What follows belongs to an exercise in optimizing a design on an open flow for small area, a short achievable clock period and few clock cycles per item; a production flow would make more cautious choices.
Where RTL was checked, it was by simulation tests only, not by an equivalence proof against the original.
Only the layout flow was run in runs 4 to 6; the RTL was not checked for function there.
No activity file was given, so power comes from the tool's default toggle rates.

==> flow/flow/run.sh <==
#!/bin/bash
# Layout flow: the standard ORFS flow, with two changes.
#  1. Synthesis is ORFS's own script (with the standard flow's -nofsm -noshare wrapper,
#     flatten and renaming, as in synth_recipe.tcl), but ABC maps with the
#     script in flow/abc.script (the logic feeding the output ports first,
#     with flow/abc_post.script if present), and full/half adder extraction
#     can be skipped.
#  2. The port buffers inserted during placement are buf cells instead of
#     the slow clkdlybuf cells that buffer_ports picks by default.
# Settings come from flow/params.sh. Each tool's output goes to its own log.
set -euo pipefail
HERE=$(pwd)
source "$HERE/flow/params.sh"
export MY_ABC_SCRIPT="$HERE/flow/abc.script"
if [ -f "$HERE/flow/abc_post.script" ]; then export MY_ABC_POST_SCRIPT="$HERE/flow/abc_post.script"; fi
export MY_NOFA
export BUFFER_PORTS_ARGS="-buffer_cell $PORT_BUFFER"
if [ "${SKIP_TIE_FANOUT:-0}" = 1 ]; then export SKIP_REPAIR_TIE_FANOUT=1; fi
sed "s#SYNTH_SCRIPT=[^ ]*#SYNTH_SCRIPT=$HERE/flow/synth.tcl#" standard.sh > my_standard.sh
bash my_standard.sh finish > flow_make.log 2>&1
==> flow/flow/abc.script <==
strash
dch
map -D 1300
topo
stime -c
==> flow/flow/abc_post.script <==
strash
dch
map -D 300
topo
stime -c
==> flow/flow/params.sh <==
MY_NOFA=1
PORT_BUFFER=sky130_fd_sc_hd__buf_1
SKIP_TIE_FANOUT=1
==> flow/flow/synth.tcl <==
# synth_recipe.tcl with hooks: abc runs flow/abc.script (MY_ABC_SCRIPT);
# when MY_ABC_POST_SCRIPT is set, the logic in the input cone of the output
# ports (back to the flip-flops) is mapped first, with that script; and
# extract_fa is skipped when MY_NOFA is 1.
proc synth {args} { yosys synth -nofsm -noshare {*}$args }
proc abc {args} {
  set out {}
  set skip 0
  foreach a $args {
    if {$skip} { set skip 0; continue }
    if {$a eq "-script" || $a eq "-D"} { set skip 1; continue }
    lappend out $a
  }
  if {[info exists ::env(MY_ABC_POST_SCRIPT)] && $::env(MY_ABC_POST_SCRIPT) ne ""} {
    set outp $out
    lappend outp -script $::env(MY_ABC_POST_SCRIPT)
    yosys select -set postcone o:* %ci*:-sky130_fd_sc_hd__dfxtp_1
    yosys abc {*}$outp @postcone
  }
  lappend out -script $::env(MY_ABC_SCRIPT)
  yosys abc {*}$out
}
if {$::env(MY_NOFA)} { proc extract_fa {args} {} }
source $::env(SCRIPTS_DIR)/synth.tcl
# left out here: clear keep_hierarchy, flatten, clean up, hide names made inside functions, write 1_2_yosys.v
==> flow/standard.sh <==
#!/bin/bash
# synth_recipe.tcl (not shown) runs the flow's synth.tcl, then flattens the netlist and writes it again
# the make line also repeats each setting of config.mk as NAME=value (left out here)
make -C /OpenROAD-flow-scripts/flow DESIGN_CONFIG=/design/flow/config.mk WORK_HOME=/design/flow/orfs CLKGATE_MAP_FILE= SYNTH_SCRIPT=/design/flow/synth_recipe.tcl "${@:-finish}"
==> flow/config.mk <==
export PLATFORM = sky130hd
export DESIGN_NAME = sqrt_mult_system
export DESIGN_NICKNAME = sqrt_mult_system
export VERILOG_FILES = /design/flow/design.v
export SDC_FILE = /design/flow/constraint.sdc
export NUM_CORES = 4
export LEC_CHECK = 0
export CAP_MARGIN = 20
export CORE_MARGIN = 2
export CORE_UTILIZATION = 40
export SETUP_SLACK_MARGIN = 2.3
export SLEW_MARGIN = 20
==> flow/constraint.sdc <==
create_clock -name core_clock -period 5.0 [get_ports {clk_i}]
set_input_delay 1.0000 -clock core_clock [delete_from_list [all_inputs] [get_ports {clk_i}]]
set_output_delay 1.0000 -clock core_clock [all_outputs]
set_load 0.01 [all_outputs]
==> flow/design.v <==
module sqrt_mult_system (
    input clk_i,
    input rst_i,
    input start_i,
    input [7:0] a_bi,
    input [7:0] b_bi,
    output [15:0] result,
    output done
);
    wire [5:0] sel;
    wire s000;
    wire s001;
    wire s002;
    wire s003;
    wire s004;
    wire s005;
    wire s006;
    wire s007;
    wire s008;
    wire s009;
    wire s010;
    wire s011;
    wire s012;
    wire s013;
    wire s014;
    wire s015;
    wire s016;
    wire s017;
    wire s018;
    wire s019;
    wire s020;
    wire s021;
    wire s022;
    wire s023;
    wire s024;
    wire s025;
    wire s026;
    wire s027;
    wire s028;
    wire s029;
    wire s030;
    wire s031;
    wire s032;
    wire s033;
    wire s034;
    wire s035;
    wire s036;
    wire s037;
    wire s038;
    wire s039;
    wire s040;
    wire s041;
    wire s042;
    wire s043;
    wire s044;
    wire s045;
    wire s046;
    wire s047;
    wire s048;
    wire s049;
    wire s050;
    wire s051;
    wire s052;
    wire s053;
    wire s054;
    wire s055;
    wire s056;
    wire s057;
    wire s058;
    wire s059;
    wire s060;
    wire s061;
    wire s062;
    wire s063;
    wire s064;
    wire c12;
    assign s000 = ~b_bi[5];
    assign s001 = ~b_bi[4];
    assign s002 = s001 & s000;
    assign s003 = ~s002;
    assign s004 = ~b_bi[6];
    assign s005 = ~b_bi[7];
    assign s006 = s005 & s004;
    assign sel[3] = s006 & s003;
    assign s007 = s002 & s004;
    assign s008 = ~s007;
    assign c12 = s008 & b_bi[7];
    assign s009 = ~b_bi[0];
    assign s010 = ~b_bi[1];
    assign s011 = s010 & s009;
    assign s012 = ~b_bi[2];
    assign s013 = ~b_bi[3];
    assign s014 = s013 & s012;
    assign s015 = s014 & s011;
    assign s016 = b_bi[7] & b_bi[4];
    assign s017 = ~s016;
    assign s018 = s017 & s015;
    assign s019 = ~s018;
    assign s020 = s005 & s001;
    assign s021 = ~s020;
    assign s022 = b_bi[7] & s004;
    assign s023 = ~s022;
    assign s024 = s023 & s021;
    assign s025 = s024 & b_bi[5];
    assign s026 = s025 & s019;
    assign s027 = ~s026;
    assign s028 = s027 & s008;
    assign s029 = ~s028;
    assign s030 = s011 & s012;
    assign s031 = ~s030;
    assign s032 = s031 & b_bi[3];
    assign s033 = ~s032;
    assign s034 = s021 & s004;
    assign s035 = ~s034;
    assign s036 = s035 & s005;
    assign s037 = s036 & s033;
    assign s038 = ~s037;
    assign sel[2] = s038 & s029;
    assign s039 = ~s006;
    assign s040 = ~c12;
    assign sel[4] = s040 & s039;
    assign s041 = ~sel[2];
    assign s042 = s005 & s000;
    assign s043 = s042 & s008;
    assign s044 = ~s043;
    assign s045 = s044 & s023;
    assign s046 = s021 & s003;
    assign s047 = ~s046;
    assign s048 = s047 & s014;
    assign s049 = ~s048;
    assign s050 = s049 & s045;
    assign sel[1] = s050 & s041;
    assign s051 = ~s050;
    assign s052 = s015 & s005;
    assign s053 = ~s052;
    assign s054 = ~s024;
    assign s055 = s054 & s039;
    assign s056 = ~s055;
    assign s057 = s056 & s053;
    assign s058 = ~s057;
    assign s059 = s058 & s000;
    assign s060 = ~s059;
    assign s061 = s060 & s051;
    assign s062 = s034 & s017;
    assign s063 = s062 & s033;
    assign s064 = ~s063;
    assign sel[0] = s064 & s061;
    assign sel[5] = c12;
    wire [16:0] d;
    wire p000;
    wire p001;
    wire p002;
    wire p003;
    wire p004;
    wire p005;
    wire p006;
    wire p007;
    wire p008;
    wire p009;
    wire p010;
    wire p011;
    wire p012;
    wire p013;
    wire p014;
    wire p015;
    wire p016;
    wire p017;
    wire p018;
    wire p019;
    wire p020;
    wire p021;
    wire p022;
    wire p023;
    wire p024;
    wire p025;
    wire p026;
    wire p027;
    wire p028;
    wire p029;
    wire p030;
    wire p031;
    wire p032;
    wire p033;
    wire p034;
    wire p035;
    wire p036;
    wire p037;
    wire p038;
    wire p039;
    wire p040;
    wire p041;
    wire p042;
    wire p043;
    wire p044;
    wire p045;
    wire p046;
    wire p047;
    wire p048;
    wire p049;
    wire p050;
    wire p051;
    wire p052;
    wire p053;
    wire p054;
    wire p055;
    wire p056;
    wire p057;
    wire p058;
    wire p059;
    wire p060;
    wire p061;
    wire p062;
    wire p063;
    wire p064;
    wire p065;
    wire p066;
    wire p067;
    wire p068;
    wire p069;
    wire p070;
    wire p071;
    wire p072;
    wire p073;
    wire p074;
    wire p075;
    wire p076;
    wire p077;
    wire p078;
    wire p079;
    wire p080;
    wire p081;
    wire p082;
    wire p083;
    wire p084;
    wire p085;
    wire p086;
    wire p087;
    wire p088;
    wire p089;
    wire p090;
    wire p091;
    wire p092;
    wire p093;
    wire p094;
    wire p095;
    wire p096;
    wire p097;
    wire p098;
    wire p099;
    wire p100;
    wire p101;
    wire p102;
    wire p103;
    wire p104;
    wire p105;
    wire p106;
    wire p107;
    wire p108;
    wire p109;
    wire p110;
    wire p111;
    wire p112;
    wire p113;
    wire p114;
    wire p115;
    wire p116;
    wire p117;
    wire p118;
    wire p119;
    wire p120;
    wire p121;
    wire p122;
    wire p123;
    wire p124;
    wire p125;
    wire p126;
    wire p127;
    wire p128;
    wire p129;
    wire p130;
    wire p131;
    wire p132;
    wire p133;
    wire p134;
    wire p135;
    wire p136;
    wire p137;
    wire p138;
    wire p139;
    wire p140;
    wire p141;
    wire p142;
    wire p143;
    wire p144;
    wire p145;
    wire p146;
    wire p147;
    wire p148;
    wire p149;
    wire p150;
    wire p151;
    wire p152;
    wire p153;
    wire p154;
    wire p155;
    wire p156;
    wire p157;
    wire p158;
    wire p159;
    wire p160;
    wire p161;
    wire p162;
    wire p163;
    wire p164;
    wire p165;
    wire p166;
    wire p167;
    wire p168;
    wire p169;
    wire p170;
    wire p171;
    wire p172;
    wire p173;
    wire p174;
    wire p175;
    wire p176;
    wire p177;
    wire p178;
    wire p179;
    wire p180;
    wire p181;
    wire p182;
    wire p183;
    wire p184;
    wire p185;
    wire p186;
    wire p187;
    wire p188;
    wire p189;
    wire p190;
    wire p191;
    wire p192;
    wire p193;
    wire p194;
    wire p195;
    wire p196;
    wire p197;
    wire p198;
    wire p199;
    wire p200;
    wire p201;
    wire p202;
    wire p203;
    wire p204;
    wire p205;
    wire p206;
    wire p207;
    wire p208;
    wire p209;
    wire p210;
    wire p211;
    wire p212;
    wire p213;
    wire p214;
    wire p215;
    wire p216;
    wire p217;
    wire p218;
    wire p219;
    wire p220;
    wire p221;
    wire p222;
    wire p223;
    wire p224;
    wire p225;
    wire p226;
    wire p227;
    wire p228;
    wire p229;
    wire p230;
    wire p231;
    wire p232;
    wire p233;
    wire p234;
    wire p235;
    wire p236;
    wire p237;
    wire p238;
    wire p239;
    wire p240;
    wire p241;
    wire p242;
    wire p243;
    wire p244;
    wire p245;
    wire p246;
    wire p247;
    wire p248;
    wire p249;
    wire p250;
    wire p251;
    wire p252;
    wire p253;
    wire p254;
    wire p255;
    wire p256;
    wire p257;
    wire p258;
    wire p259;
    wire p260;
    wire p261;
    wire p262;
    wire p263;
    wire p264;
    wire p265;
    wire p266;
    wire p267;
    wire p268;
    wire p269;
    wire p270;
    wire p271;
    wire p272;
    wire p273;
    wire p274;
    wire p275;
    wire p276;
    wire p277;
    wire p278;
    wire p279;
    wire p280;
    wire p281;
    wire p282;
    wire p283;
    wire fl_p0;
    wire hv9;
    wire hv8;
    wire hv7;
    wire hv6;
    wire hv5;
    wire hv4;
    wire lv9;
    wire lv8;
    wire lv7;
    wire lv6;
    wire lv1;
    wire lv0;
    wire fl_s1_3g;
    wire fl_x1;
    wire fl_x2;
    wire fl_x3;
    assign p208 = ~sel[3];
    assign p217 = ~sel[5];
    assign p220 = p217 & p208;
    assign p221 = ~p220;
    assign p222 = p221 & a_bi[0];
    assign p223 = a_bi[1] & sel[1];
    assign p224 = ~p223;
    assign p225 = a_bi[2] & sel[0];
    assign p226 = ~p225;
    assign p227 = p226 & p224;
    assign p228 = ~a_bi[0];
    assign p229 = p228 & a_bi[1];
    assign p230 = ~p229;
    assign p231 = p230 & a_bi[2];
    assign p232 = ~p231;
    assign p233 = ~a_bi[2];
    assign p234 = p229 & p233;
    assign p235 = ~p234;
    assign p236 = p235 & p232;
    assign p237 = ~p236;
    assign p238 = p237 & sel[2];
    assign p239 = ~p238;
    assign p240 = p239 & p227;
    assign p241 = ~p240;
    assign p242 = p241 & p222;
    assign p243 = ~p242;
    assign p244 = ~p222;
    assign p245 = p240 & p244;
    assign p246 = ~p245;
    assign fl_p0 = p246 & p243;
    assign p247 = ~a_bi[6];
    assign p248 = ~a_bi[4];
    assign p249 = a_bi[0] & a_bi[1];
    assign p250 = ~p249;
    assign p251 = p250 & p233;
    assign p252 = ~p251;
    assign p253 = p252 & a_bi[3];
    assign p254 = ~p253;
    assign p255 = p254 & p248;
    assign p256 = ~p255;
    assign p257 = p256 & a_bi[5];
    assign p258 = ~p257;
    assign p259 = p258 & p247;
    assign p260 = ~p259;
    assign p261 = p260 & a_bi[7];
    assign hv9 = p261 & sel[5];
    assign p262 = ~p261;
    assign p263 = ~a_bi[7];
    assign p264 = ~a_bi[5];
    assign p265 = ~a_bi[3];
    assign p266 = a_bi[1] & a_bi[2];
    assign p267 = ~p266;
    assign p268 = p267 & p265;
    assign p269 = ~p268;
    assign p270 = p269 & a_bi[4];
    assign p271 = ~p270;
    assign p272 = p271 & p264;
    assign p273 = ~p272;
    assign p274 = p273 & a_bi[6];
    assign p275 = ~p274;
    assign p276 = p275 & p263;
    assign p277 = ~p276;
    assign p278 = p277 & p262;
    assign p279 = p278 & sel[5];
    assign p280 = ~p279;
    assign p281 = sel[4] & a_bi[7];
    assign p282 = ~p281;
    assign p283 = p282 & p280;
    assign hv8 = ~p283;
    assign p000 = sel[4] & a_bi[6];
    assign p001 = ~p000;
    assign p002 = a_bi[7] & sel[3];
    assign p003 = ~p002;
    assign p004 = p003 & p001;
    assign p005 = p275 & p260;
    assign p006 = p005 & a_bi[7];
    assign p007 = ~p006;
    assign p008 = ~p005;
    assign p009 = p008 & p263;
    assign p010 = ~p009;
    assign p011 = p010 & p007;
    assign p012 = p011 & sel[5];
    assign p013 = ~p012;
    assign p014 = p013 & p004;
    assign hv7 = ~p014;
    assign p015 = sel[4] & a_bi[5];
    assign p016 = ~p015;
    assign p017 = a_bi[6] & sel[3];
    assign p018 = ~p017;
    assign p019 = p018 & p016;
    assign p020 = p273 & p258;
    assign p021 = ~p020;
    assign p022 = p021 & a_bi[6];
    assign p023 = ~p022;
    assign p024 = p020 & p247;
    assign p025 = ~p024;
    assign p026 = p025 & p023;
    assign p027 = ~p026;
    assign p028 = p027 & sel[5];
    assign p029 = ~p028;
    assign p030 = p029 & p019;
    assign hv6 = ~p030;
    assign p031 = sel[4] & a_bi[4];
    assign p032 = ~p031;
    assign p033 = a_bi[5] & sel[3];
    assign p034 = ~p033;
    assign p035 = p034 & p032;
    assign p036 = p271 & p256;
    assign p037 = p036 & a_bi[5];
    assign p038 = ~p037;
    assign p039 = ~p036;
    assign p040 = p039 & p264;
    assign p041 = ~p040;
    assign p042 = p041 & p038;
    assign p043 = p042 & sel[5];
    assign p044 = ~p043;
    assign p045 = p044 & p035;
    assign hv5 = ~p045;
    assign p046 = sel[4] & a_bi[3];
    assign p047 = ~p046;
    assign p048 = a_bi[4] & sel[3];
    assign p049 = ~p048;
    assign p050 = p049 & p047;
    assign p051 = p266 & p265;
    assign p052 = ~p051;
    assign p053 = a_bi[3] & p233;
    assign p054 = p053 & p250;
    assign p055 = ~p054;
    assign p056 = p055 & p052;
    assign p057 = ~p056;
    assign p058 = p057 & a_bi[4];
    assign p059 = ~p058;
    assign p060 = p056 & p248;
    assign p061 = ~p060;
    assign p062 = p061 & p059;
    assign p063 = p062 & sel[5];
    assign p064 = ~p063;
    assign p065 = p064 & p050;
    assign hv4 = ~p065;
    assign lv9 = p261 & sel[2];
    assign p066 = p278 & sel[2];
    assign p067 = ~p066;
    assign p068 = a_bi[7] & sel[1];
    assign p069 = ~p068;
    assign p070 = p069 & p067;
    assign lv8 = ~p070;
    assign p071 = a_bi[7] & sel[0];
    assign p072 = ~p071;
    assign p073 = a_bi[6] & sel[1];
    assign p074 = ~p073;
    assign p075 = p074 & p072;
    assign p076 = p011 & sel[2];
    assign p077 = ~p076;
    assign p078 = p077 & p075;
    assign lv7 = ~p078;
    assign p079 = a_bi[5] & sel[1];
    assign p080 = ~p079;
    assign p081 = a_bi[6] & sel[0];
    assign p082 = ~p081;
    assign p083 = p082 & p080;
    assign p084 = p027 & sel[2];
    assign p085 = ~p084;
    assign p086 = p085 & p083;
    assign lv6 = ~p086;
    assign p087 = a_bi[0] & sel[1];
    assign p088 = ~p087;
    assign p089 = a_bi[1] & sel[0];
    assign p090 = ~p089;
    assign p091 = p090 & p088;
    assign p092 = ~a_bi[1];
    assign p093 = a_bi[0] & p092;
    assign p094 = ~p093;
    assign p095 = p094 & p230;
    assign p096 = ~p095;
    assign p097 = p096 & sel[2];
    assign p098 = ~p097;
    assign p099 = p098 & p091;
    assign lv1 = ~p099;
    assign p100 = ~sel[0];
    assign p101 = ~sel[2];
    assign p102 = p101 & p100;
    assign p103 = ~p102;
    assign lv0 = p103 & a_bi[0];
    assign p104 = sel[4] & a_bi[0];
    assign p105 = ~p104;
    assign p106 = sel[3] & a_bi[1];
    assign p107 = ~p106;
    assign p108 = p107 & p105;
    assign p109 = p096 & sel[5];
    assign p110 = ~p109;
    assign p111 = p110 & p108;
    assign p112 = ~p111;
    assign p113 = p266 & a_bi[3];
    assign p114 = ~p113;
    assign p115 = p114 & p055;
    assign p116 = p268 & p252;
    assign p117 = ~p116;
    assign p118 = p117 & p115;
    assign p119 = ~p118;
    assign p120 = p119 & sel[2];
    assign p121 = ~p120;
    assign p122 = a_bi[3] & sel[0];
    assign p123 = ~p122;
    assign p124 = sel[1] & a_bi[2];
    assign p125 = ~p124;
    assign p126 = p125 & p123;
    assign p127 = p126 & p121;
    assign p128 = ~p127;
    assign p129 = p128 & p112;
    assign p130 = ~p129;
    assign p131 = p126 & p111;
    assign p132 = p131 & p121;
    assign p133 = ~p132;
    assign p134 = p133 & p242;
    assign p135 = ~p134;
    assign p136 = p135 & p130;
    assign p137 = ~p136;
    assign p138 = sel[4] & a_bi[1];
    assign p139 = ~p138;
    assign p140 = sel[3] & a_bi[2];
    assign p141 = ~p140;
    assign p142 = p141 & p139;
    assign p143 = p237 & sel[5];
    assign p144 = ~p143;
    assign p145 = p144 & p142;
    assign p146 = a_bi[3] & sel[1];
    assign p147 = ~p146;
    assign p148 = a_bi[4] & sel[0];
    assign p149 = ~p148;
    assign p150 = p149 & p147;
    assign p151 = p248 & sel[2];
    assign p152 = p151 & p057;
    assign p153 = ~p152;
    assign p154 = a_bi[4] & sel[2];
    assign p155 = p154 & p056;
    assign p156 = ~p155;
    assign p157 = p156 & p153;
    assign p158 = p157 & p150;
    assign p159 = ~p158;
    assign p160 = p159 & p145;
    assign p161 = ~p160;
    assign p162 = ~p145;
    assign p163 = p158 & p162;
    assign p164 = ~p163;
    assign p165 = p164 & p161;
    assign p166 = ~p165;
    assign p167 = p166 & p137;
    assign p168 = ~p167;
    assign p169 = p159 & p162;
    assign p170 = ~p169;
    assign p171 = p170 & p168;
    assign p172 = a_bi[4] & sel[1];
    assign p173 = ~p172;
    assign p174 = a_bi[5] & sel[0];
    assign p175 = ~p174;
    assign p176 = p175 & p173;
    assign p177 = p264 & sel[2];
    assign p178 = p177 & p036;
    assign p179 = ~p178;
    assign p180 = a_bi[5] & sel[2];
    assign p181 = p180 & p039;
    assign p182 = ~p181;
    assign p183 = p182 & p179;
    assign p184 = p183 & p176;
    assign p185 = sel[4] & a_bi[2];
    assign p186 = ~p185;
    assign p187 = a_bi[3] & sel[3];
    assign p188 = ~p187;
    assign p189 = p188 & p186;
    assign p190 = p119 & sel[5];
    assign p191 = ~p190;
    assign p192 = p191 & p189;
    assign p193 = ~p192;
    assign p194 = p193 & p184;
    assign p195 = ~p194;
    assign p196 = ~p184;
    assign p197 = p192 & p196;
    assign p198 = ~p197;
    assign p199 = p198 & p195;
    assign p200 = ~p199;
    assign p201 = p200 & p171;
    assign p202 = ~p201;
    assign p203 = p192 & p184;
    assign p204 = ~p203;
    assign fl_s1_3g = p204 & p202;
    assign p205 = p133 & p130;
    assign p206 = ~p205;
    assign p207 = p206 & p242;
    assign p209 = ~p207;
    assign p210 = p205 & p243;
    assign p211 = ~p210;
    assign p212 = p211 & p209;
    assign fl_x1 = ~p212;
    assign p213 = p165 & p136;
    assign p214 = ~p213;
    assign fl_x2 = p214 & p168;
    assign p215 = ~p171;
    assign p216 = p199 & p215;
    assign p218 = ~p216;
    assign p219 = p218 & p202;
    assign fl_x3 = ~p219;
    assign d = { hv9, hv8, hv7, hv6, hv5, hv4, lv9, lv8, lv7, lv6, fl_s1_3g, fl_x3, fl_x2, fl_x1, fl_p0, lv1, lv0 };
    reg        done_r;
    reg [5:0] res_lo;
    reg        cy_r;
    reg [3:0] up_lo;
    reg [5:0] up_hi;
    always @(posedge clk_i) begin
        done_r <= start_i & ~rst_i;
        {up_hi, up_lo, cy_r, res_lo} <= d;
    end
    wire [5:0] u;
    wire q000;
    wire q001;
    wire q002;
    wire q003;
    wire q004;
    wire q005;
    wire q006;
    wire q007;
    wire q008;
    wire q009;
    wire q010;
    wire q011;
    wire q012;
    wire q013;
    wire q014;
    wire q015;
    wire q016;
    wire q017;
    wire q018;
    wire q019;
    wire q020;
    wire q021;
    wire q022;
    wire q023;
    wire q024;
    wire q025;
    wire q026;
    wire q027;
    wire q028;
    wire q029;
    wire q030;
    wire q031;
    wire q032;
    wire q033;
    wire q034;
    wire q035;
    wire q036;
    wire q037;
    wire q038;
    wire q039;
    wire q040;
    wire q041;
    wire q042;
    wire q043;
    wire q044;
    wire q045;
    wire q046;
    wire q047;
    wire q048;
    wire q049;
    wire q050;
    wire q051;
    wire q052;
    wire q053;
    wire q054;
    wire q055;
    wire q056;
    wire q057;
    wire q058;
    wire q059;
    wire q060;
    wire q061;
    wire q062;
    wire q063;
    wire q064;
    wire q065;
    wire q066;
    wire q067;
    wire q068;
    wire q069;
    wire q070;
    wire q071;
    wire q072;
    wire q073;
    wire q074;
    wire q075;
    wire q076;
    wire q077;
    wire q078;
    wire q079;
    wire q080;
    wire q081;
    wire q082;
    wire q083;
    wire q084;
    wire q085;
    wire q086;
    wire q087;
    wire q088;
    wire q089;
    wire q090;
    wire q091;
    wire q092;
    wire q093;
    wire fu_x0;
    wire fu_x1;
    wire fu_x2;
    wire fu_x3;
    wire fu_x4;
    wire fu_x5;
    assign q016 = ~up_lo[0];
    assign q017 = q016 & up_hi[0];
    assign q018 = ~q017;
    assign q019 = ~up_hi[0];
    assign q020 = up_lo[0] & q019;
    assign q021 = ~q020;
    assign q022 = q021 & q018;
    assign q023 = q022 & cy_r;
    assign q024 = ~q023;
    assign q025 = ~cy_r;
    assign q026 = ~q022;
    assign q027 = q026 & q025;
    assign q028 = ~q027;
    assign q029 = q028 & q024;
    assign fu_x0 = ~q029;
    assign q030 = cy_r & up_lo[0];
    assign q031 = ~q030;
    assign q032 = q031 & q019;
    assign q033 = ~q032;
    assign q034 = q025 & q016;
    assign q035 = ~q034;
    assign q036 = q035 & q033;
    assign q037 = ~up_lo[1];
    assign q038 = q037 & up_hi[1];
    assign q039 = ~q038;
    assign q040 = ~up_hi[1];
    assign q041 = up_lo[1] & q040;
    assign q042 = ~q041;
    assign q043 = q042 & q039;
    assign q044 = ~q043;
    assign q045 = q044 & q036;
    assign q046 = ~q045;
    assign q047 = ~q036;
    assign q048 = q043 & q047;
    assign q049 = ~q048;
    assign fu_x1 = q049 & q046;
    assign q050 = ~up_hi[2];
    assign q051 = ~up_lo[2];
    assign q052 = q051 & q050;
    assign q053 = ~q052;
    assign q054 = up_lo[2] & up_hi[2];
    assign q055 = ~q054;
    assign q056 = q055 & q053;
    assign q057 = ~q056;
    assign q058 = up_lo[1] & up_hi[1];
    assign q059 = ~q058;
    assign q060 = q037 & q040;
    assign q061 = ~q060;
    assign q062 = q061 & q035;
    assign q063 = q062 & q033;
    assign q064 = ~q063;
    assign q065 = q064 & q059;
    assign q066 = q065 & q057;
    assign q067 = ~q066;
    assign q068 = ~q065;
    assign q069 = q068 & q056;
    assign q070 = ~q069;
    assign fu_x2 = q070 & q067;
    assign q071 = ~up_hi[3];
    assign q072 = ~up_lo[3];
    assign q073 = q072 & q071;
    assign q074 = ~q073;
    assign q075 = up_lo[3] & up_hi[3];
    assign q076 = ~q075;
    assign q077 = q076 & q074;
    assign q078 = ~q077;
    assign q079 = q070 & q055;
    assign q080 = ~q079;
    assign q081 = q080 & q078;
    assign q082 = ~q081;
    assign q083 = q079 & q077;
    assign q084 = ~q083;
    assign q085 = q084 & q082;
    assign fu_x3 = ~q085;
    assign q086 = q077 & q054;
    assign q087 = ~q086;
    assign q088 = q087 & q076;
    assign q089 = ~q088;
    assign q090 = q089 & up_hi[4];
    assign q091 = ~q090;
    assign q092 = q077 & q056;
    assign q093 = q092 & up_hi[4];
    assign q000 = q093 & q068;
    assign q001 = ~q000;
    assign q002 = q001 & q091;
    assign q003 = ~up_hi[4];
    assign q004 = q092 & q068;
    assign q005 = ~q004;
    assign q006 = q005 & q088;
    assign q007 = q006 & q003;
    assign q008 = ~q007;
    assign fu_x4 = q008 & q002;
    assign q009 = q002 & up_hi[5];
    assign q010 = ~q009;
    assign q011 = ~up_hi[5];
    assign q012 = ~q002;
    assign q013 = q012 & q011;
    assign q014 = ~q013;
    assign q015 = q014 & q010;
    assign fu_x5 = ~q015;
    assign u = { fu_x5, fu_x4, fu_x3, fu_x2, fu_x1, fu_x0 };
    assign result = {4'b0, u, res_lo};
    assign done   = done_r;
endmodule
==> run notes, run 1 <==
vias in the first global route=1146; routed len/inst=10.1 µm; critical path class=flop to output pin; Ports=36; final hold violations=0; minimum clock period=2.53 ns; nets=252; gr ovfl total=0; CTS tree=done; Internal Power=276 µW; first-pass GRT wire length=4660 µm; Placer Congestion=0.873; fin cells=275; total power=449 µW; sequential power share=40.4%; NetSw=173 µW; Initial Util=42.7%; Place WS=1.76 ns; die width=61.3 µm; drt drc=0; Die Y-Extent=61.3 µm; die area=3760 µm²; Synth Cell Area=1320 µm²; core region area=3080 µm²; post-DP HPWL=2210 µm; Port Buffers=31; Critical Path Sink Type=output pin; crit path launch type=flop; Final Core Density=49.5%; Routed Antenna Nets=0; initial antenna violation count=0; Pleak=0.629 nW; Via density=4.87; via count=1339; max cap viols=0; pwr/cell area=295 nW/µm²; Num CTS Buffers=3; largest net degree at the start of global routing=10; Inserted Diodes=0; Peak supply drop=0.0866 mV; largest fanout on the critical path=4; Final Cycle Share=50.6%; Arr. time, crit path=1.53 ns; combinational cell fraction of total power=44.2%; RSZ-0062 raised after global routing=yes; Yosys cell types=26; drt initial violations=39; Switching Fraction=38.5%; Max Slew Vio Count=0; Area Overhead vs Synth=15.8%; clock slew at reported path FFs=0.10 ns; CTS root buf=clkbuf_4; clk sinks=18; Final setup violation count=0; DRT Pass-1 Iters=4; Critical Path RT=4.00 ns; most common cell after layout, fill and taps aside=nand2_1; clock network power share=15.4%; Cells after Synth=205; status=no timing/DRC/antenna violations; Hold Path Class=primary input to flop; row cnt=20; Synth Area per Inst=6.41 µm²; clock tree buffer depth=2; upper clock frequency limit=395 MHz; gr usage total=16.2%; layout cell share with drive strength beyond 1=14.3%; cts hold-fix bufs=0; register area share after synthesis=27.4%; number of H-tree levels=1; setup ws final=2.47 ns; most frequent cells in the layout=nand2_1 (45), buf_1 (27), nor2_1 (26), clkinv_1 (22), dfxtp_1 (18); DP Cell Count=270; Seq cells post-synth=18; DRT Wirelength=2780 µm; setup TNS=0 ns; YS warnings=1
==> stage by stage <==
step / hold slack [ns] / instance area [µm²]
after floorplan: 1.07 / 1320
after global placement: 1.15 / 1410
after detailed placement: 1.16 / 1410
after CTS: 0.848 / 1450
after global routing: 0.872 / 1520
final: 0.847 / 1520
==> cell type report <==
type,instances,area [µm²]
sequential,18,360
clock buffer,3,22.5
inverter,26,97.6
multi-input combinational,151,851
timing repair buffer,33,136
fill,335,1560
tap,44,55.1
==> power groups by stage <==
| stage | combinational (mW) | sequential [mW] | clock, mW |
|---|---|---|---|
| after floorplan | 0.156 | 0.190 | 0 |
| after global placement | 0.184 | 0.185 | 0 |
| after detailed placement | 0.183 | 0.185 | 0 |
| after CTS | 0.186 | 0.182 | 0.0712 |
| after global routing | 0.229 | 0.185 | 0.0753 |
| final | 0.198 | 0.181 | 0.0689 |
==> Yosys cell counts <==
library cell	number	area share, %
a31oi_1	1	0.48
or2_2	2	0.95
nand3_1	9	3.4
and2_2	3	1.7
o21ai_0	8	3.0
o21bai_1	2	1.1
xor2_1	6	4.0
and3_2	1	0.57
nor2_1	32	9.1
o221ai_1	4	2.7
nand2_1	45	13
xnor2_1	6	4.0
a22oi_1	7	4.0
conb_1	1	0.29
buf_4	10	5.7
o31ai_1	1	0.57
a221oi_1	1	0.67
nor3_1	1	0.38
dfxtp_1	18	27
nand4_1	2	0.95
o22ai_1	5	2.4
clkinv_1	26	7.4
o211ai_1	1	0.57
a21oi_1	9	3.4
o21a_1	2	1.1
a21boi_0	2	1.1
==> worst paths after layout <==
kind,startpoint,cells after the start,to,slack (ns)
max,up_lo[2],7,result[11],2.47
min,rst_i,2,done_r,0.85
==> layer usage <==
metal  GRT usage, %  vias up  wire length (µm)
met3           1.89        4               146
met5              0        -                 0
met4           5.47        0                41
met2           28.0       41              1290
met1           21.0      565              1300
li1               -      729                 -
==> worst max-delay path, cell delays in order (launching register included) <==
cell and delay, ns:
dfxtp_1 0.33, and2_2 0.18, nor2_1 0.24, nand4_1 0.16
nand2_1 0.11, nand2_1 0.05, nand2_1 0.05, buf_1 0.14
==> state kept, by name (all words and copies together) (netlist names) <==
name    count
cy_r        1
up_hi       6
res_lo      6
up_lo       4
done_r      1
==> timing repair <==
| action | 4_1_cts | 5_1_grt |
|---|---|---|
| resized for setup | 4 | 26 |
| setup endpoints to repair | 3 | 6 |
| buffers inserted | 1 | 1 |
| pin swaps | 1 | 2 |
==> cell families after synthesis <==
kind of cell	after synthesis	synth area share (%)
AO/OA/AOI/OAI	43	21.2
XOR/XNOR	12	7.99
buffers and inverters	36	13.1
flip-flops	18	27.4
other	1	0.285
AND/OR/NAND/NOR	95	30.0
Testbench counts, summed over its fixed seeds: cycles 8,000, items 4,000.
==> run 2, diff against run 1 <==
--- a/flow/flow/run.sh
+++ b/flow/flow/run.sh
@@ -1,3 +1,3 @@
 #!/bin/bash
-# Layout flow: the standard ORFS flow, with two changes.
+# Layout flow: the standard ORFS flow, with three changes.
 #  1. Synthesis is ORFS's own script (with the standard flow's -nofsm -noshare wrapper,
@@ -9,2 +9,4 @@
 #     the slow clkdlybuf cells that buffer_ports picks by default.
+#  3. With SKIP_TIE_FANOUT=1, the one tie cell from synthesis drives all
+#     constant outputs (floorplan does not make a tie cell per output).
 # Settings come from flow/params.sh. Each tool's output goes to its own log.
--- a/flow/config.mk
+++ b/flow/config.mk
@@ -10,3 +10,3 @@
 export CORE_UTILIZATION = 40
-export SETUP_SLACK_MARGIN = 2.3
+export SETUP_SLACK_MARGIN = 2.2
 export SLEW_MARGIN = 20
==> run notes, run 2 <==
status=no timing/DRC/antenna violations; row cnt=20; Area Overhead vs Synth=14.0%; clk sinks=18; number of H-tree levels=1; drt initial violations=36; pwr/cell area=296 nW/µm²; crit path from=cy_r; slowest library cell on the worst path=dfxtp_1; Peak supply drop=0.0865 mV; CTS tree=done; Internal Power=273 µW; Initial Util=42.7%; max cap viols=0; Place WS=1.76 ns; sequential power share=40.9%; Synth Cell Area=1320 µm²; upper clock frequency limit=382 MHz; Final setup violation count=0; largest net degree at the start of global routing=10; crit path cell chain=a21oi_1 -> o22ai_1 -> nand4_1 -> nand2_1 -> nand2_1 -> nand2_1 -> buf_1; die width=61.3 µm; most common cell after layout, fill and taps aside=nand2_1; YS warnings=1; DRT Wirelength=2750 µm; Switching Fraction=38.3%; Final Cycle Share=52.3%; gr usage total=16.2%; Yosys cell types=26; Synth Area per Inst=6.41 µm²; Post-synth EDFFs=0; ys flop type=dfxtp_1; core region area=3080 µm²; GR Util met3=1.89%; nets=251; Layout fillers=337; drt drc=0; die area=3760 µm²; Seq cells post-synth=18; setup ws final=2.39 ns; Top cell by count, worst path=nand2_1; asr flop ratio synth=0%; register area share after synthesis=27.4%; Port Buffers=31; routed len/inst=10.0 µm; RSZ-0062 raised after global routing=yes; Via density=4.82; Ports=36; crit path launch type=flop; Critical Path RT=4.00 ns; Inserted Diodes=0; Pleak=0.605 nW; critical path class=flop to output pin; met2 Usage GRT=28.0%; DRT Pass-1 Iters=4; clock network power share=15.3%; Max Slew Vio Count=0; CP Capture Point=result[11]; Hold Path Class=primary input to flop; Synth top cells by count=nand2_1 (45), nor2_1 (32), clkinv_1 (26); fin cells=274; cell taking the most area after synthesis=dfxtp_1; Synth top area share=27.4%; Cells after Synth=205; most frequent cells in the layout=nand2_1 (45), buf_1 (30), nor2_1 (27), clkinv_1 (25), dfxtp_1 (18); combinational cell fraction of total power=43.7%; minimum clock period=2.61 ns; DP Cell Count=270; Critical Path Sink Type=output pin; Die Y-Extent=61.3 µm; met1 Resource Use GR=21.0%; post-DP HPWL=2210 µm; clock tree buffer depth=2; layout cell share with drive strength beyond 1=10.0%; CTS root buf=clkbuf_4; largest fanout on the critical path=4; dominant cell by count in the synthesized netlist=nand2_1; Num CTS Buffers=3; top cells by area, synth=dfxtp_1 (27%), nand2_1 (13%), nor2_1 (9.1%), clkinv_1 (7.4%), buf_4 (5.7%); Placer Congestion=0.873; vias in the first global route=1143; final hold violations=0; first-pass GRT wire length=4660 µm; gr ovfl total=0; initial antenna violation count=0; Top Usage Layer GRT=met2; slowest stage delay, CP=0.39 ns; clock slew at reported path FFs=0.10 ns; Arr. time, crit path=1.61 ns; Routed Antenna Nets=0; NetSw=170 µW; via count=1320; setup TNS=0 ns
[run 2: cell counts after synthesis]
Identical to the previous run, type by type.
[run 2: final cells by class]
cell class                 count  area, µm²  share of cell area (%)
timing repair buffer          32        125                    8.35
tap                           44       55.1                    3.67
multi-input combinational    151        838                    55.9
sequential                    18        360                    24.0
clock buffer                   3       22.5                    1.50
inverter                      26       97.6                    6.51
[run 2: worst max-delay path: cells and delay by family, from the launching register on]
kind / cells / cell delay (ns)
buffers and inverters: 1 / 0.14
AOI/OAI and AO/OA: 2 / 0.42
and+or+nand+nor: 4 / 0.37
DFF: 1 / 0.39
[run 2: routing by layer]
metal	vias up	wire length, µm
li1	726	-
met1	557	1320
met2	35	1260
met3	2	137
met4	0	28
met5	-	0
[run 2: worst min path at each step]
| stage | from | endpoint | slack [ns] | cells past startpoint |
|---|---|---|---|---|
| after floorplan | rst_i | done_r | 1.07 | 1 |
| after global placement | rst_i | done_r | 1.15 | 2 |
| after detailed placement | rst_i | done_r | 1.16 | 2 |
| after CTS | rst_i | done_r | 0.85 | 2 |
| after global routing | rst_i | done_r | 0.87 | 2 |
| final | rst_i | done_r | 0.85 | 2 |
[run 2: power groups by stage]
stage               logic (mW)  clock network, mW  registers [mW]
finish                   0.194             0.0679           0.181
global route             0.224             0.0753           0.185
CTS                      0.185             0.0712           0.182
detailed placement       0.183                  0           0.185
global placement         0.184                  0           0.185
floorplan                0.156                  0           0.190
[run 2: repair_timing]
action | CTS | global route
gates resized for setup | 4 | 16
buffers inserted | 0 | 1
setup endpoints to repair | 3 | 3
pin swaps | 0 | 1
hold buffers | 0 | 0
endpoints found under the hold margin | 0 | 0
[run 2: cell families (layout without fill, tap and decap cells)]
group	Yosys count	after routing	synth area share, %
DFF	18	18	27.4
AOI/OAI and AO/OA	43	43	21.2
buffers and inverters	36	61	13.1
xor gates and xnor gates	12	12	7.99
and+or+nand+nor	95	95	30.0
other	1	1	0.285
[run 2: per-stage QoR]
stage               hold slack [ns]  instance area (µm²)  utilization, %  power [mW]
finish                        0.852                 1500            48.7       0.443
CTS                           0.848                 1440            46.8       0.438
global route                  0.872                 1500            48.7       0.484
global placement               1.15                 1410            45.9       0.369
detailed placement             1.16                 1410            45.9       0.368
floorplan                      1.07                 1320               -       0.346
==> run 3, diff against run 2 <==
--- a/flow/config.mk
+++ b/flow/config.mk
@@ -10,3 +10,3 @@
 export CORE_UTILIZATION = 40
-export SETUP_SLACK_MARGIN = 2.2
+export SETUP_SLACK_MARGIN = 2.25
 export SLEW_MARGIN = 20
==> run notes, run 3 <==
most common cell after layout, fill and taps aside=nand2_1; clock tree buffer depth=2; gr ovfl total=0; Seq cells post-synth=18; drt drc=0; Yosys cell types=26; Synth Area per Inst=6.41 µm²; Cells after Synth=205; vias in the first global route=1143; Internal Power=277 µW; Ports=36; Synth top area share=27.4%; RSZ-0062 raised after global routing=no; gr usage total=16.2%; Synth top cells by count=nand2_1 (45), nor2_1 (32), clkinv_1 (26); most frequent cells in the layout=nand2_1 (44), buf_1 (28), nor2_1 (26), clkinv_1 (22), dfxtp_1 (18); max cap viols=0; Switching Fraction=38.3%; DRT Pass-1 Iters=4; Routed Antenna Nets=0; Critical Path Sink Type=output pin; Inserted Diodes=0; Arr. time, crit path=1.62 ns; asr flop ratio synth=0%; Critical Path RT=4.00 ns; XOR/XNOR Fraction of Synth Area=7.99%; combinational cell fraction of total power=44.5%; minimum clock period=2.62 ns; Final Cycle Share=52.3%; critical path class=flop to output pin; Placer Congestion=0.873; Die Y-Extent=61.3 µm; cell taking the most area after synthesis=dfxtp_1; first-pass GRT wire length=4660 µm; DRT Wirelength=2860 µm; layout cell share with drive strength beyond 1=14.5%; final hold violations=0; clock slew at reported path FFs=0.10 ns; dominant cell by count in the synthesized netlist=nand2_1; via count=1346; status=no timing/DRC/antenna violations; post-DP HPWL=2210 µm; pwr/cell area=290 nW/µm²; upper clock frequency limit=382 MHz; main combinational cell family by area after synthesis=simple AND/OR/NAND/NOR gates; clk sinks=18; initial antenna violation count=0; Peak supply drop=0.0865 mV; Num CTS Buffers=3; die area=3760 µm²; compound-cell area share of the yosys netlist=21.2%; core region area=3080 µm²; die width=61.3 µm; Post-synth EDFFs=0; largest net degree at the start of global routing=10; setup ws final=2.38 ns; sequential power share=40.3%; Initial Util=42.7%; YS warnings=1; largest fanout on the critical path=4; CTS root buf=clkbuf_4; Port Buffers=31; row cnt=20; ys flop type=dfxtp_1; Synth Cell Area=1320 µm²; Hold Path Class=primary input to flop; drt initial violations=42; CTS tree=done; Area Overhead vs Synth=17.8%; Place WS=1.76 ns; number of H-tree levels=1; clock network power share=15.1%; Synth Area in Adders=0%; Pleak=0.641 nW; multiplexer share of the synthesized area=0%; Max Slew Vio Count=0; register area share after synthesis=27.4%; simple-gate area share of the yosys netlist=30.0%; crit path launch type=flop; Via density=4.84; top cells by area, synth=dfxtp_1 (27%), nand2_1 (13%), nor2_1 (9.1%), clkinv_1 (7.4%), buf_4 (5.7%); NetSw=172 µW; Final setup violation count=0; nets=255; routed len/inst=10.3 µm; setup TNS=0 ns
[run 3: cell counts after synthesis]
No cell type changed its count.
[run 3: logic make-up (layout without fill, tap and decap cells)]
kind of cell | after synthesis | in the layout
AO/OA/AOI/OAI | 43 | 43
other | 1 | 1
buffers and inverters | 36 | 65
flip-flops | 18 | 18
AND/OR/NAND/NOR | 95 | 95
XOR/XNOR | 12 | 12
[run 3: per-layer routing]
| metal | routed length (µm) | vias up | track usage [%] |
|---|---|---|---|
| met3 | 140 | 2 | 1.89 |
| met5 | 0 | - | 0 |
| li1 | - | 730 | - |
| met2 | 1360 | 34 | 28.0 |
| met4 | 29 | 0 | 5.47 |
| met1 | 1330 | 580 | 21.0 |
[run 3: layout make-up]
class	count	area, µm²
clock buffers	3	22.5
flip-flops and latches	18	360
multi-input cells	151	856
well taps	44	55.1
fillers	338	1530
repair buffers	36	158
inverters	26	97.6
[run 3: critical path, stage by stage, from the launching register on]
cell and delay [ns]:
dfxtp_1 0.39, a21oi_1 0.11, o22ai_1 0.31, nand4_1 0.17, nand2_1 0.11, nand2_1 0.05, nand2_1 0.05, buf_1 0.14
[run 3: final timing paths]
kind	start	endpoint	cells past startpoint
max	cy_r	result[11]	7
min	rst_i	done_r	2
[run 3: repair_timing]
| item | 4_1_cts | 5_1_grt |
|---|---|---|
| resized for setup | 4 | 26 |
| setup endpoints to repair | 3 | 3 |
| hold buffers | 0 | 0 |
| pin swaps | 0 | 4 |
| gates cloned | 0 | 0 |
| setup buffers | 0 | 5 |
| endpoints found under the hold margin | 0 | 0 |
[run 3: through the flow]
step | hold WS [ns] | utilization (%) | instance area [µm²] | power (mW) | std cells
2_1_floorplan | 1.07 | - | 1320 | 0.346 | 205
3_3_place_gp | 1.15 | 45.9 | 1410 | 0.369 | 270
3_5_place_dp | 1.16 | 45.9 | 1410 | 0.368 | 270
4_1_cts | 0.848 | 46.8 | 1440 | 0.438 | 273
5_1_grt | 0.872 | 50.3 | 1550 | 0.490 | 278
6_report | 0.851 | 50.3 | 1550 | 0.449 | 278
[run 3: power by group through the flow]
stage	clock network [mW]	logic, mW	registers (mW)
after floorplan	0	0.156	0.190
after global placement	0	0.184	0.185
after detailed placement	0	0.183	0.185
after CTS	0.0712	0.185	0.182
after global routing	0.0753	0.230	0.185
final	0.0679	0.200	0.181
==> run 4, diff against run 3 <==
--- a/flow/design.v
+++ b/flow/design.v
@@ -844,14 +844,2 @@
     wire q081;
-    wire q082;
-    wire q083;
-    wire q084;
-    wire q085;
-    wire q086;
-    wire q087;
-    wire q088;
-    wire q089;
-    wire q090;
-    wire q091;
-    wire q092;
-    wire q093;
     wire fu_x0;
@@ -862,102 +850,90 @@
     wire fu_x5;
-    assign q016 = ~up_lo[0];
-    assign q017 = q016 & up_hi[0];
-    assign q018 = ~q017;
-    assign q019 = ~up_hi[0];
-    assign q020 = up_lo[0] & q019;
+    assign q005 = ~cy_r;
+    assign q006 = q005 & up_lo[0];
+    assign q007 = ~q006;
+    assign q008 = ~up_lo[0];
+    assign q009 = cy_r & q008;
+    assign q010 = ~q009;
+    assign q011 = q010 & q007;
+    assign q012 = ~q011;
+    assign q013 = q012 & up_hi[0];
+    assign q014 = ~q013;
+    assign q015 = ~up_hi[0];
+    assign q016 = q011 & q015;
+    assign q017 = ~q016;
+    assign fu_x0 = q017 & q014;
+    assign q018 = cy_r & up_lo[0];
+    assign q019 = ~q018;
+    assign q020 = q019 & q015;
     assign q021 = ~q020;
-    assign q022 = q021 & q018;
-    assign q023 = q022 & cy_r;
-    assign q024 = ~q023;
-    assign q025 = ~cy_r;
-    assign q026 = ~q022;
-    assign q027 = q026 & q025;
-    assign q028 = ~q027;
-    assign q029 = q028 & q024;
-    assign fu_x0 = ~q029;
-    assign q030 = cy_r & up_lo[0];
-    assign q031 = ~q030;
-    assign q032 = q031 & q019;
+    assign q022 = q005 & q008;
+    assign q023 = ~q022;
+    assign q024 = q023 & q021;
+    assign q025 = up_lo[1] & up_hi[1];
+    assign q026 = ~q025;
+    assign q027 = ~up_hi[1];
+    assign q028 = ~up_lo[1];
+    assign q029 = q028 & q027;
+    assign q030 = ~q029;
+    assign q031 = q030 & q026;
+    assign q032 = q031 & q024;
     assign q033 = ~q032;
-    assign q034 = q025 & q016;
-    assign q035 = ~q034;
-    assign q036 = q035 & q033;
-    assign q037 = ~up_lo[1];
-    assign q038 = q037 & up_hi[1];
+    assign q034 = ~q024;
+    assign q035 = ~q031;
+    assign q036 = q035 & q034;
+    assign q037 = ~q036;
+    assign fu_x1 = q037 & q033;
+    assign q038 = up_lo[1] & up_hi[1];
     assign q039 = ~q038;
-    assign q040 = ~up_hi[1];
-    assign q041 = up_lo[1] & q040;
+    assign q040 = q030 & q023;
+    assign q041 = q040 & q021;
     assign q042 = ~q041;
     assign q043 = q042 & q039;
-    assign q044 = ~q043;
-    assign q045 = q044 & q036;
-    assign q046 = ~q045;
-    assign q047 = ~q036;
-    assign q048 = q043 & q047;
+    assign q044 = up_lo[2] & up_hi[2];
+    assign q045 = ~q044;
+    assign q046 = ~up_hi[2];
+    assign q047 = ~up_lo[2];
+    assign q048 = q047 & q046;
     assign q049 = ~q048;
-    assign fu_x1 = q049 & q046;
-    assign q050 = ~up_hi[2];
-    assign q051 = ~up_lo[2];
-    assign q052 = q051 & q050;
+    assign q050 = q049 & q045;
+    assign q051 = ~q050;
+    assign q052 = q051 & q043;
     assign q053 = ~q052;
-    assign q054 = up_lo[2] & up_hi[2];
-    assign q055 = ~q054;
-    assign q056 = q055 & q053;
-    assign q057 = ~q056;
-    assign q058 = up_lo[1] & up_hi[1];
-    assign q059 = ~q058;
-    assign q060 = q037 & q040;
+    assign q054 = ~q043;
+    assign q055 = q050 & q054;
+    assign q056 = ~q055;
+    assign fu_x2 = q056 & q053;
+    assign q057 = q056 & q045;
+    assign q058 = ~up_hi[3];
+    assign q059 = ~up_lo[3];
+    assign q060 = q059 & q058;
     assign q061 = ~q060;
-    assign q062 = q061 & q035;
-    assign q063 = q062 & q033;
-    assign q064 = ~q063;
-    assign q065 = q064 & q059;
+    assign q062 = up_lo[3] & up_hi[3];
+    assign q063 = ~q062;
+    assign q064 = q063 & q061;
+    assign q065 = ~q064;
     assign q066 = q065 & q057;
     assign q067 = ~q066;
-    assign q068 = ~q065;
-    assign q069 = q068 & q056;
+    assign q068 = ~q057;
+    assign q069 = q064 & q068;
     assign q070 = ~q069;
-    assign fu_x2 = q070 & q067;
-    assign q071 = ~up_hi[3];
-    assign q072 = ~up_lo[3];
-    assign q073 = q072 & q071;
-    assign q074 = ~q073;
-    assign q075 = up_lo[3] & up_hi[3];
+    assign fu_x3 = q070 & q067;
+    assign q071 = q063 & q045;
+    assign q072 = q071 & q056;
+    assign q073 = ~q072;
+    assign q074 = q061 & up_hi[4];
+    assign q075 = q074 & q073;
     assign q076 = ~q075;
-    assign q077 = q076 & q074;
-    assign q078 = ~q077;
-    assign q079 = q070 & q055;
+    assign q077 = ~up_hi[4];
+    assign q078 = q063 & q077;
+    assign q079 = q078 & q070;
     assign q080 = ~q079;
-    assign q081 = q080 & q078;
-    assign q082 = ~q081;
-    assign q083 = q079 & q077;
-    assign q084 = ~q083;
-    assign q085 = q084 & q082;
-    assign fu_x3 = ~q085;
-    assign q086 = q077 & q054;
-    assign q087 = ~q086;
-    assign q088 = q087 & q076;
-    assign q089 = ~q088;
-    assign q090 = q089 & up_hi[4];
-    assign q091 = ~q090;
-    assign q092 = q077 & q056;
-    assign q093 = q092 & up_hi[4];
-    assign q000 = q093 & q068;
-    assign q001 = ~q000;
-    assign q002 = q001 & q091;
-    assign q003 = ~up_hi[4];
-    assign q004 = q092 & q068;
-    assign q005 = ~q004;
-    assign q006 = q005 & q088;
-    assign q007 = q006 & q003;
-    assign q008 = ~q007;
-    assign fu_x4 = q008 & q002;
-    assign q009 = q002 & up_hi[5];
-    assign q010 = ~q009;
-    assign q011 = ~up_hi[5];
-    assign q012 = ~q002;
-    assign q013 = q012 & q011;
-    assign q014 = ~q013;
-    assign q015 = q014 & q010;
-    assign fu_x5 = ~q015;
+    assign fu_x4 = q080 & q076;
+    assign q081 = q076 & up_hi[5];
+    assign q000 = ~q081;
+    assign q001 = ~up_hi[5];
+    assign q002 = q075 & q001;
+    assign q003 = ~q002;
+    assign q004 = q003 & q000;
+    assign fu_x5 = ~q004;
     assign u = { fu_x5, fu_x4, fu_x3, fu_x2, fu_x1, fu_x0 };
--- a/flow/flow/run.sh
+++ b/flow/flow/run.sh
@@ -1,3 +1,3 @@
 #!/bin/bash
-# Layout flow: the standard ORFS flow, with three changes.
+# Layout flow: the standard ORFS flow, with two changes.
 #  1. Synthesis is ORFS's own script (with the standard flow's -nofsm -noshare wrapper,
@@ -9,4 +9,2 @@
 #     the slow clkdlybuf cells that buffer_ports picks by default.
-#  3. With SKIP_TIE_FANOUT=1, the one tie cell from synthesis drives all
-#     constant outputs (floorplan does not make a tie cell per output).
 # Settings come from flow/params.sh. Each tool's output goes to its own log.
@@ -19,3 +17,2 @@
 export BUFFER_PORTS_ARGS="-buffer_cell $PORT_BUFFER"
-if [ "${SKIP_TIE_FANOUT:-0}" = 1 ]; then export SKIP_REPAIR_TIE_FANOUT=1; fi
 sed "s#SYNTH_SCRIPT=[^ ]*#SYNTH_SCRIPT=$HERE/flow/synth.tcl#" standard.sh > my_standard.sh
==> flow/flow/params.sh (replaced) <==
MY_NOFA=1
PORT_BUFFER=sky130_fd_sc_hd__buf_1
--- a/flow/config.mk
+++ b/flow/config.mk
@@ -10,3 +10,3 @@
 export CORE_UTILIZATION = 40
-export SETUP_SLACK_MARGIN = 2.25
+export SETUP_SLACK_MARGIN = 2.3
 export SLEW_MARGIN = 20
==> run notes, run 4 <==
max cap viols=0; DRT Pass-1 Iters=4; met2 Usage GRT=26.4%; top cells by area, synth=dfxtp_1 (28%), nand2_1 (14%), nor2_1 (8.3%), clkinv_1 (7.5%), buf_4 (5.8%); die width=61.1 µm; Num CTS Buffers=3; clock slew at reported path FFs=0.12 ns; Inserted Diodes=0; layout cell share with drive strength beyond 1=12.7%; Synth top area share=27.6%; post-placement cell area=1410 µm²; largest fanout on the critical path=5; Via density=4.95; Top Usage Layer GRT=met2; YS warnings=1; gr usage total=16.3%; Arr. time, crit path=1.54 ns; vias in the first global route=1113; post-DP HPWL=2200 µm; DRT Wirelength=2840 µm; setup TNS=0 ns; Placer Congestion=0.854; GR Util met3=1.89%; pwr/cell area=309 nW/µm²; Synth Cell Area=1300 µm²; dominant cell by count in the synthesized netlist=nand2_1; Hold Path Class=primary input to flop; status=no timing/DRC/antenna violations; most frequent cells in the layout=nand2_1 (47), buf_1 (29), nor2_1 (24), clkinv_1 (23), dfxtp_1 (18); die area=3730 µm²; asr flop ratio synth=0%; DP Cell Count=272; Initial Util=42.4%; Port Buffers=31; total power=477 µW; drt drc=0; drt initial violations=30; FF/Latch Area=360 µm²; Yosys cell types=26; Critical Path RT=4.00 ns; Synth Area per Inst=6.39 µm²; Routed Antenna Nets=0; nets=256; crit path launch type=flop; Max Slew Vio Count=0; final hold violations=0; core region area=3080 µm²; Post-synth EDFFs=0; number of H-tree levels=1; clk sinks=18; Final setup violation count=0; area of the multi-input gates=838 µm²; Seq cells post-synth=18; Pleak=0.645 nW; ys flop type=dfxtp_1; first-pass GRT wire length=4640 µm; row cnt=20; register area share after synthesis=27.6%; CTS tree=done; critical path class=flop to output pin; Die Y-Extent=61.1 µm; via count=1385; Critical Path Sink Type=output pin; met1 Resource Use GR=22.5%; Cells after Synth=204; gr ovfl total=0; Layout fillers=352; Area Overhead vs Synth=18.1%; Ports=36; Final Cycle Share=50.8%; clock tree buffer depth=2; CTS root buf=clkbuf_4; Peak supply drop=0.0854 mV; cts hold-fix bufs=0; RSZ-0062 raised after global routing=no; Synth top cells by count=nand2_1 (47), nor2_1 (29), clkinv_1 (26); cell taking the most area after synthesis=dfxtp_1; routed len/inst=10.1 µm; largest net degree at the start of global routing=11; minimum clock period=2.54 ns; upper clock frequency limit=394 MHz; fin cells=280; most common cell after layout, fill and taps aside=nand2_1; initial antenna violation count=0; fin area=1540 µm²
-- run 4: changes by cell type after synthesis, sizes merged, moves of 2 or more --
cell and change:
a21oi +2, nand2 +2, and2 -2, nor2 -3
xnor2 -2
-- run 4: critical path, cell delays in order, from the launching register on --
cell and delay [ns]:
dfxtp_1 0.40, o22ai_1 0.12, o22ai_2 0.18, nand2_1 0.12, nand2_1 0.09, nand2_1 0.05, a21oi_1 0.11, buf_1 0.16
-- run 4: where the power goes --
group | leakage (nW) | internal [mW] | switching (mW)
logic | 0.473 | 0.0821 | 0.121
registers | 0.151 | 0.168 | 0.0132
clock network | 0.0210 | 0.0444 | 0.0480
-- run 4: timing repair --
| item | in CTS | in global routing |
|---|---|---|
| hold endpoints to repair | 0 | 0 |
| setup buffers | 1 | 3 |
| endpoints found under the setup margin | 3 | 6 |
| pin swaps | 1 | 6 |
| gates resized for setup | 4 | 22 |
-- run 4: cell families (layout without fill, tap and decap cells) --
group                     Yosys count  after routing  share of synthesized area [%]
AOI/OAI and AO/OA                  45             45                           22.2
buffers and inverters              36             65                           13.2
other                               1              4                          0.288
DFF                                18             18                           27.6
and+or+nand+nor                    93             93                           29.3
xor gates and xnor gates           11             11                           7.39
-- run 4: path summary, 6_finish.rpt --
kind / slack [ns] / cells after the start / start / end
max: 2.46 / 7 / cy_r / result[10]
min: 0.82 / 2 / rst_i / done_r
-- run 4: area by class of cell --
cell class | instances | area share [%]
multi-input combinational | 153 | 54.4
sequential | 18 | 23.4
timing repair buffer | 35 | 9.91
inverter | 26 | 6.34
tap | 44 | 3.57
clock buffer | 4 | 2.36
-- run 4: per-layer routing --
layer / vias to the layer above / wire, µm
li1: 732 / -
met1: 591 / 1300
met2: 55 / 1310
met3: 7 / 182
met4: 0 / 50
met5: - / 0
-- run 4: through the flow --
stage,hold WS (ns),utilization (%),worst slack [ns]
CTS,0.828,47.5,2.31
finish,0.821,50.0,2.46
global placement,1.15,45.9,1.78
floorplan,1.07,-,2.31
detailed placement,1.16,45.9,1.74
global route,0.832,50.0,2.31
==> run 5, diff against run 4 <==
==> flow/flow/abc.script (replaced) <==
strash
dch
map -D 1300
topo
stime -c
dnsize -c -D 1300
==> run notes, run 5 <==
Placer Congestion=0.854; Synth Area per Inst=6.38 µm²; Port Buffers=31; critical path class=primary input to flop; Via density=4.99; die width=61.1 µm; largest net degree at the start of global routing=10; Synth Cell Area=1300 µm²; Synth top area share=27.7%; gr ovfl total=0; pwr/cell area=298 nW/µm²; clock tree buffer depth=2; upper clock frequency limit=387 MHz; worst hold path stage count=2; Cells after Synth=204; Routed Antenna Nets=0; compound-cell area share of the yosys netlist=22.2%; Synth top cells by count=nand2_1 (47), nor2_1 (29), clkinv_1 (26); slowest stage delay, CP=0.25 ns; cell taking the most area after synthesis=dfxtp_1; Yosys cell types=26; clk sinks=18; main combinational cell family by area after synthesis=simple AND/OR/NAND/NOR gates; CTS tree=done; Hold Path Class=primary input to flop; Layout fillers=338; post-DP HPWL=2250 µm; area of the multi-input gates=843 µm²; RSZ-0062 raised after global routing=yes; Initial Util=42.3%; clock slew at reported path FFs=0.10 ns; register area share after synthesis=27.7%; layout cell share with drive strength beyond 1=11.5%; FF/Latch Area=360 µm²; Num CTS Buffers=3; CP top delay family=buffers and inverters; final hold violations=0; setup ws final=2.41 ns; Pleak=0.635 nW; Die Y-Extent=61.1 µm; Peak supply drop=0.0887 mV; worst path bufs/invs=4; Synth Area in Adders=0%; Area Overhead vs Synth=17.3%; asr flop ratio synth=0%; largest fanout on the critical path=6; drt drc=0; drt initial violations=35; top cells by area, synth=dfxtp_1 (28%), nand2_1 (14%), nor2_1 (8.4%), clkinv_1 (7.5%), buf_4 (5.8%); simple-gate area share of the yosys netlist=29.2%; YS warnings=1; dominant cell by count in the synthesized netlist=nand2_1; Top cell by count, worst path=clkinv_1; via count=1393; first-pass GRT wire length=4920 µm; most common cell after layout, fill and taps aside=nand2_1; crit path cell chain=buf_1 -> clkinv_1 -> nand2_1 -> clkinv_1 -> a31oi_2 -> nor2_4 -> nor2_4 -> clkinv_1 -> o21ai_2 -> xor2_1 -> nand3_1 -> o21a_1; ys flop type=dfxtp_1; number of H-tree levels=1; Seq cells post-synth=18; most frequent cells in the layout=nand2_1 (47), buf_1 (29), nor2_1 (25), clkinv_1 (24), dfxtp_1 (18); multiplexer share of the synthesized area=0%; DRT Wirelength=3020 µm; max cap viols=0; XOR/XNOR Fraction of Synth Area=7.40%; Ports=36; Critical Path Sink Type=flop; setup TNS=0 ns; die area=3730 µm²; Inserted Diodes=0; DRT Pass-1 Iters=5; Critical Path RT=5.20 ns; Place WS=1.74 ns; slowest library cell on the worst path=a31oi_2; initial antenna violation count=0; routed len/inst=10.8 µm; CTS root buf=clkbuf_4; CP Depth=12; minimum clock period=2.59 ns; core region area=3080 µm²; row cnt=20; crit path launch type=primary input; Max Slew Vio Count=0; Final setup violation count=0; Arr. time, crit path=2.79 ns; vias in the first global route=1193; status=no timing/DRC/antenna violations; nets=256; gr usage total=17.3%; Final Cycle Share=51.7%; Post-synth EDFFs=0
[run 5: changes by cell type after synthesis]
cell and delta:
and3_2 -1, and3_1 +1
[run 5: worst paths after layout]
check	from	slack [ns]	endpoint
setup / recovery	b_bi[6]	2.41	cy_r
hold / removal	rst_i	0.84	done_r
[run 5: cell type report]
| cell class | count | area share [%] |
|---|---|---|
| sequential | 18 | 23.6 |
| clock buffer | 3 | 1.47 |
| timing repair buffer | 35 | 9.75 |
| multi-input combinational | 153 | 55.2 |
| inverter | 26 | 6.39 |
| tap | 44 | 3.60 |
[run 5: where the power goes]
part / switching [mW] / total (mW) / leakage (nW) / internal (mW)
clock: 0.0465 / 0.0746 / 0.0138 / 0.0281
sequential: 0.0133 / 0.182 / 0.151 / 0.168
combinational: 0.120 / 0.199 / 0.470 / 0.0786
total: 0.180 / 0.455 / 0.635 / 0.275
[run 5: cell families (layout without fill, tap and decap cells)]
logic type / after synthesis / after routing
DFF: 18 / 18
and+or+nand+nor: 93 / 93
buffers and inverters: 36 / 64
AOI/OAI and AO/OA: 45 / 45
xor gates and xnor gates: 11 / 11
other: 1 / 4
[run 5: through the flow]
stage / hold slack, ns / utilization (%) / cells / power (mW) / cell area (µm²)
6_report: 0.836 / 49.6 / 279 / 0.455 / 1530
5_1_grt: 0.848 / 49.6 / 279 / 0.493 / 1530
4_1_cts: 0.839 / 47.2 / 276 / 0.443 / 1450
3_5_place_dp: 1.16 / 45.8 / 272 / 0.367 / 1410
3_3_place_gp: 1.15 / 45.8 / 272 / 0.367 / 1410
2_1_floorplan: 1.07 / - / 207 / 0.343 / 1310
[run 5: layer usage]
| layer | vias to the layer above | GRT usage, % | part of all wire [%] |
|---|---|---|---|
| met5 | - | 0 | 0 |
| met1 | 613 | 22.4 | 46 |
| met3 | 9 | 2.31 | 5.4 |
| li1 | 728 | - | - |
| met2 | 43 | 28.4 | 46 |
| met4 | 0 | 8.39 | 2.4 |
[run 5: what timing repair did]
item | 4_1_cts | 5_1_grt
endpoints found under the setup margin | 3 | 6
pin swaps | 1 | 2
hold buffers | 0 | 0
setup buffers | 1 | 3
resized for setup | 7 | 18
==> run 6, diff against run 5 <==
==> flow/flow/abc.script (replaced) <==
strash
dch
map -D 1300
topo
stime -c
--- a/flow/config.mk
+++ b/flow/config.mk
@@ -10,3 +10,3 @@
 export CORE_UTILIZATION = 40
-export SETUP_SLACK_MARGIN = 2.3
+export SETUP_SLACK_MARGIN = 2.4
 export SLEW_MARGIN = 20
==> run notes, run 6 <==
Critical Path RT=4.00 ns; minimum clock period=2.50 ns; first-pass GRT wire length=4590 µm; via count=1361; Peak supply drop=0.104 mV; register area share after synthesis=27.6%; Synth Area per Inst=6.39 µm²; critical path class=flop to output pin; combinational cell fraction of total power=44.5%; Pleak=0.661 nW; most common cell after layout, fill and taps aside=nand2_1; clk sinks=18; clock network power share=15.3%; core region area=3080 µm²; Yosys cell types=26; DRT Pass-1 Iters=4; setup ws final=2.50 ns; drt drc=0; ys flop type=dfxtp_1; largest fanout on the critical path=5; hold slack=0.843 ns; status=no timing/DRC/antenna violations; Internal Power=278 µW; clock tree buffer depth=2; top cells by area, synth=dfxtp_1 (28%), nand2_1 (14%), nor2_1 (8.3%), clkinv_1 (7.5%), buf_4 (5.8%); RSZ-0062 raised after global routing=yes; YS warnings=1; Place WS=1.78 ns; setup TNS=0 ns; final hold violations=0; Routed Antenna Nets=0; NetSw=179 µW; Initial Util=42.4%; worst hold start=rst_i; Seq cells post-synth=18; Arr. time, crit path=1.50 ns; post-DP HPWL=2250 µm; sequential power share=40.2%; Critical Path Sink Type=output pin; Ports=36; row cnt=20; routed len/inst=10.5 µm; largest net degree at the start of global routing=10; Placer Congestion=0.868; pwr/cell area=290 nW/µm²; worst hold path endpoint=done_r; Via density=4.90; Max Slew Vio Count=0; upper clock frequency limit=400 MHz; Switching Fraction=39.1%; Synth Cell Area=1300 µm²; cts hold-fix bufs=0; Cells after Synth=204; die area=3730 µm²; Final Cycle Share=50.0%; initial antenna violation count=0; number of H-tree levels=1; Port Buffers=31; Hold Path Class=primary input to flop; Inserted Diodes=0; cell taking the most area after synthesis=dfxtp_1; worst hold path stage count=2; clock slew at reported path FFs=0.10 ns; dominant cell by count in the synthesized netlist=nand2_1; Synth top cells by count=nand2_1 (47), nor2_1 (29), clkinv_1 (26); Post-synth EDFFs=0; gr ovfl total=0; vias in the first global route=1122; asr flop ratio synth=0%; CTS root buf=clkbuf_4; most frequent cells in the layout=nand2_1 (45), buf_1 (25), nor2_1 (21), clkinv_1 (20), dfxtp_1 (16)
run 6: changes by cell type in the layout (fill, tap and decap cells not counted), moves of 2 or more:
| cell | before | now |
|---|---|---|
| buf_1 | 29 | 25 |
| nand2_2 | 0 | 2 |
| clkbuf_2 | 2 | 5 |
| nor2_2 | 1 | 4 |
| nor2_1 | 25 | 21 |
| a21oi_1 | 11 | 9 |
| clkinv_1 | 24 | 20 |
| dfxtp_2 | 0 | 2 |
| nand2_1 | 47 | 45 |
| dfxtp_1 | 18 | 16 |
| inv_2 | 2 | 6 |
run 6: repair_timing:
action                     in CTS  in global routing
setup endpoints to repair       5                  5
buffers inserted                1                  2
gates resized for setup        10                 34
pin swaps                       1                  9
run 6: final cells by class:
class                   count  area (µm²)
clock buffers               3        22.5
fillers                   343        1500
well taps                  44        55.1
multi-input cells         153         888
inverters                  26        97.6
flip-flops and latches     18         363
repair buffers             34         149
run 6: per-stage QoR:
stage	utilization [%]	std cells	area [µm²]	power (mW)
after floorplan	-	207	1320	0.344
after global placement	46.0	272	1420	0.368
after detailed placement	46.0	272	1420	0.368
after CTS	47.9	276	1470	0.444
after global routing	51.2	278	1580	0.496
final	51.2	278	1580	0.457
run 6: worst max-delay path by stage:
stage | from | end | slack [ns] | cells past startpoint
4_1_cts | b_bi[5] | res_lo[5] | 2.41 | 13
3_5_place_dp | b_bi[6] | res_lo[5] | 1.78 | 13
6_report | up_lo[0] | result[10] | 2.50 | 7
5_1_grt | b_bi[7] | cy_r | 2.38 | 15
2_1_floorplan | b_bi[6] | res_lo[4] | 2.43 | 11
3_3_place_gp | b_bi[6] | res_lo[5] | 1.81 | 13
run 6: per-layer routing:
layer	track usage, %	vias to the layer above	share of wire, %	wire length, µm
li1	-	735	-	-
met4	5.59	0	1.4	40
met2	26.7	35	47	1370
met3	1.26	4	3.4	99
met1	21.6	587	48	1410
met5	0	-	0	0
run 6: cells by family (layout without fill, tap and decap cells):
| group | count (synthesis) | count (layout) | share of synthesized area, % |
|---|---|---|---|
| flops | 18 | 18 | 27.6 |
| simple gates | 93 | 93 | 29.3 |
| xor+xnor | 11 | 11 | 7.39 |
| other cells | 1 | 4 | 0.288 |
| compound gates | 45 | 45 | 22.2 |
| buf+inv | 36 | 63 | 13.2 |
run 6: worst max-delay path, cell delays in order (launching register included):
cell	delay, ns
dfxtp_1	0.41
a21oi_2	0.09
o22ai_2	0.18
nand2_1	0.12
nand2_1	0.09
nand2_1	0.05
a21oi_1	0.11
buf_1	0.16
run 6: power by group through the flow:
| stage | Clock (mW) | Combinational (mW) | Sequential, mW |
|---|---|---|---|
| 3_3_place_gp | 0 | 0.183 | 0.185 |
| 3_5_place_dp | 0 | 0.183 | 0.185 |
| 4_1_cts | 0.0722 | 0.190 | 0.182 |
| 2_1_floorplan | 0 | 0.153 | 0.190 |
| 6_report | 0.0701 | 0.203 | 0.183 |
| 5_1_grt | 0.0793 | 0.231 | 0.186 |
